Source: an optimization exercise on an open RTL-to-GDS flow (aim: small area and a short achievable clock period). Production flows keep margins and buffers that such runs may drop. Only simulation tests tie the RTL to the original design; equivalence was not proved.

==> build 4 <==
// mrra_ik_solver
module mrra_ik_solver (
    input       wire                        i_clk,
    input       wire                        i_reset,
    input       wire        [7  : 0]        i_coord_x,
    input       wire        [7  : 0]        i_coord_y,
    output      reg         [31 : 0]        o_q_theta_1,
    output      reg         [31 : 0]        o_q_theta_2
);
    reg  [7:0]  r_coord_x, r_coord_y;
    wire [23:0] w_t1, w_t2;
    ik_core CORE(.x(r_coord_x), .y(r_coord_y), .t1(w_t1), .t2(w_t2));
    always @(posedge i_clk) begin
        if (i_reset) begin
            r_coord_x <= 8'd0; r_coord_y <= 8'd0;
            o_q_theta_1 <= 32'd0; o_q_theta_2 <= 32'd0;
        end else begin
            r_coord_x <= i_coord_x; r_coord_y <= i_coord_y;
            o_q_theta_1 <= {{8{w_t1[23]}}, w_t1};
            o_q_theta_2 <= {8'd0, w_t2};
        end
    end
endmodule
Settings: LEC_CHECK=0, CAP_MARGIN=20, CORE_MARGIN=2, CORE_UTILIZATION=40, SLEW_MARGIN=20, SYNTH_MEMORY_MAX_BITS=65536; clock period 180.0 ns.
standard.sh (not shown) runs the stock make flow with config.mk's settings and CLKGATE_MAP_FILE= SYNTH_SCRIPT=/design/flow/synth_recipe.tcl, a recipe that flattens the netlist after the stock synthesis.
==> flow/flow/run.sh <==
#!/bin/bash
# Layout flow: the standard flow (standard.sh) unchanged, except that synthesis maps the
# combinational logic with an area-oriented ABC script (flow/abc_map.script) instead of ORFS's
# delay-oriented one. Registers are mapped by the same dfflibmap step as in the standard flow.
set -euo pipefail
W=$(pwd)
rm -rf "$W/scripts_area"
mkdir -p "$W/scripts_area"
cp -r "$FLOW_HOME/scripts/." "$W/scripts_area/"
cp "$W/flow/abc_map.script" "$W/scripts_area/abc_speed.script"
cp "$W/flow/abc_map.script" "$W/scripts_area/abc_area.script"
SCRIPTS_DIR="$W/scripts_area" bash standard.sh synth > "$W/synth.log" 2>&1
bash standard.sh > "$W/layout.log" 2>&1
==> flow/flow/abc_map.script <==
&get -n
&st
&deepsyn -T 300
&dch -f
&nf -R 1000
&put
buffer -c
topo
stime -c
upsize -c
dnsize -c
==> inputs of trial 7, as changes to build 4 <==
==> flow/flow/run.sh (replaced) <==
#!/bin/bash
# Layout flow: the standard flow (standard.sh) unchanged, except that synthesis maps the
# combinational logic with an area-oriented ABC script (flow/abc_map.script) instead of ORFS's
# delay-oriented one. Registers are mapped by the same dfflibmap step as in the standard flow.
# Every input and output port is still buffered (buffer_ports), with the small buf_1 cell
# instead of the delay cell the resizer picks by default. Timing repair is asked for 142.5 ns of
# setup slack (the constraints are unchanged), so that it works on the paths that set the period.
set -euo pipefail
W=$(pwd)
rm -rf "$W/scripts_area"
mkdir -p "$W/scripts_area"
cp -r "$FLOW_HOME/scripts/." "$W/scripts_area/"
cp "$W/flow/abc_map.script" "$W/scripts_area/abc_speed.script"
cp "$W/flow/abc_map.script" "$W/scripts_area/abc_area.script"
SCRIPTS_DIR="$W/scripts_area" bash standard.sh synth > "$W/synth.log" 2>&1
SETUP_SLACK_MARGIN=142.5 BUFFER_PORTS_ARGS="-inputs -outputs -buffer_cell sky130_fd_sc_hd__buf_1" bash standard.sh > "$W/layout.log" 2>&1
==> flow/flow/abc_map.script (replaced) <==
&get -n
&st
&deepsyn -T 120
&dch -f
&nf -R 1000
&put
buffer -c
topo
stime -c
upsize -c
dnsize -c
==> inputs of build 11, as changes to build 4 <==
==> flow/flow/abc_map.script (replaced) <==
&get -n
&st
&deepsyn -T 120
&dch -f
&nf -R 1000
&put
buffer -c
topo
stime -c
upsize -c
dnsize -c
==> summary.txt <==
- Count of clock-buffer cells in the layout: trial 7 is higher than build 4 (3).
- Between trial 7 and build 4, the lower critical path depth is in trial 7 (gap 127).
- Maximum frequency: trial 7 > build 11 > build 4.
- Flip-flop and latch count is the same in trial 7 and build 11.
- The lowest synthesized cell count belongs to trial 7, the highest to build 11.
==> figures <==
Length of routed met2 wiring: build 11 27.2 mm; build 4 25.6 mm; trial 7 27.3 mm
Post-Synth Adder-Cell Area: build 11 0.325; build 4 0.328; trial 7 0.322
Area occupied by registers: build 11 1280 um^2; build 4 1280 um^2; trial 7 1280 um^2
Register clock-pin slew on the reported worst setup and hold paths: build 11 0.06 ns; build 4 0.05 ns; trial 7 0.05 ns
Synthesized-area fraction occupied by ao, oa, aoi and oai cells: build 11 0.247; build 4 0.235; trial 7 0.246
Required time of the critical path: build 11 180.27 ns; build 4 180.24 ns; trial 7 144.00 ns
Run status: build 11 complete, no violations; build 4 complete, no violations; trial 7 complete, no violations
Share of final-layout standard cells stronger than drive strength 1: build 11 0.0743; build 4 0.0727; trial 7 0.0822
Count of antenna diodes in the layout: build 11 1; build 4 0; trial 7 0
Routed length on met3: build 11 8.50 mm; build 4 7.93 mm; trial 7 6.84 mm
Area after detailed placement: build 11 14500 um^2; build 4 14300 um^2; trial 7 14100 um^2
Maximum single-stage delay on the critical path: build 11 0.83 ns; build 4 0.77 ns; trial 7 0.44 ns

-- re-timing with driven ports --
How much do the figures lean on ideal ports? The routed layouts below were timed once more, with nothing changed but the port constraints.
Step 1 (the two cells are an assumption about what drives the block):
set clk [get_ports {i_clk}]
set_driving_cell -lib_cell sky130_fd_sc_hd__clkbuf_16 $clk
set_driving_cell -lib_cell sky130_fd_sc_hd__buf_2 [delete_from_list [all_inputs] $clk]
Step 2, shift: input delay + t, output delay - t, t = (earliest + latest rising clock arrival at the registers) / 2. This alone moves slack from input paths to output paths.
Slacks: ideal / step 1 / step 2; pairs: ideal / step 1.
run | t (ns) | slack for setup (ns) | latest minus earliest clock arrival (ns)
build 4 | 0.392 | 141.114 / 141.114 / 141.114 | 0.005 / 0.006
trial 7 | 0.367 | 143.058 / 143.014 / 143.019 | 0.010 / 0.010
build 11 | 0.384 | 141.342 / 141.342 / 141.342 | 0.007 / 0.007
After both steps setup and hold are still met in every run listed. The setup slack of trial 7, which loses most, moves by -0.044 ns with the drivers and by -0.039 ns with both steps.
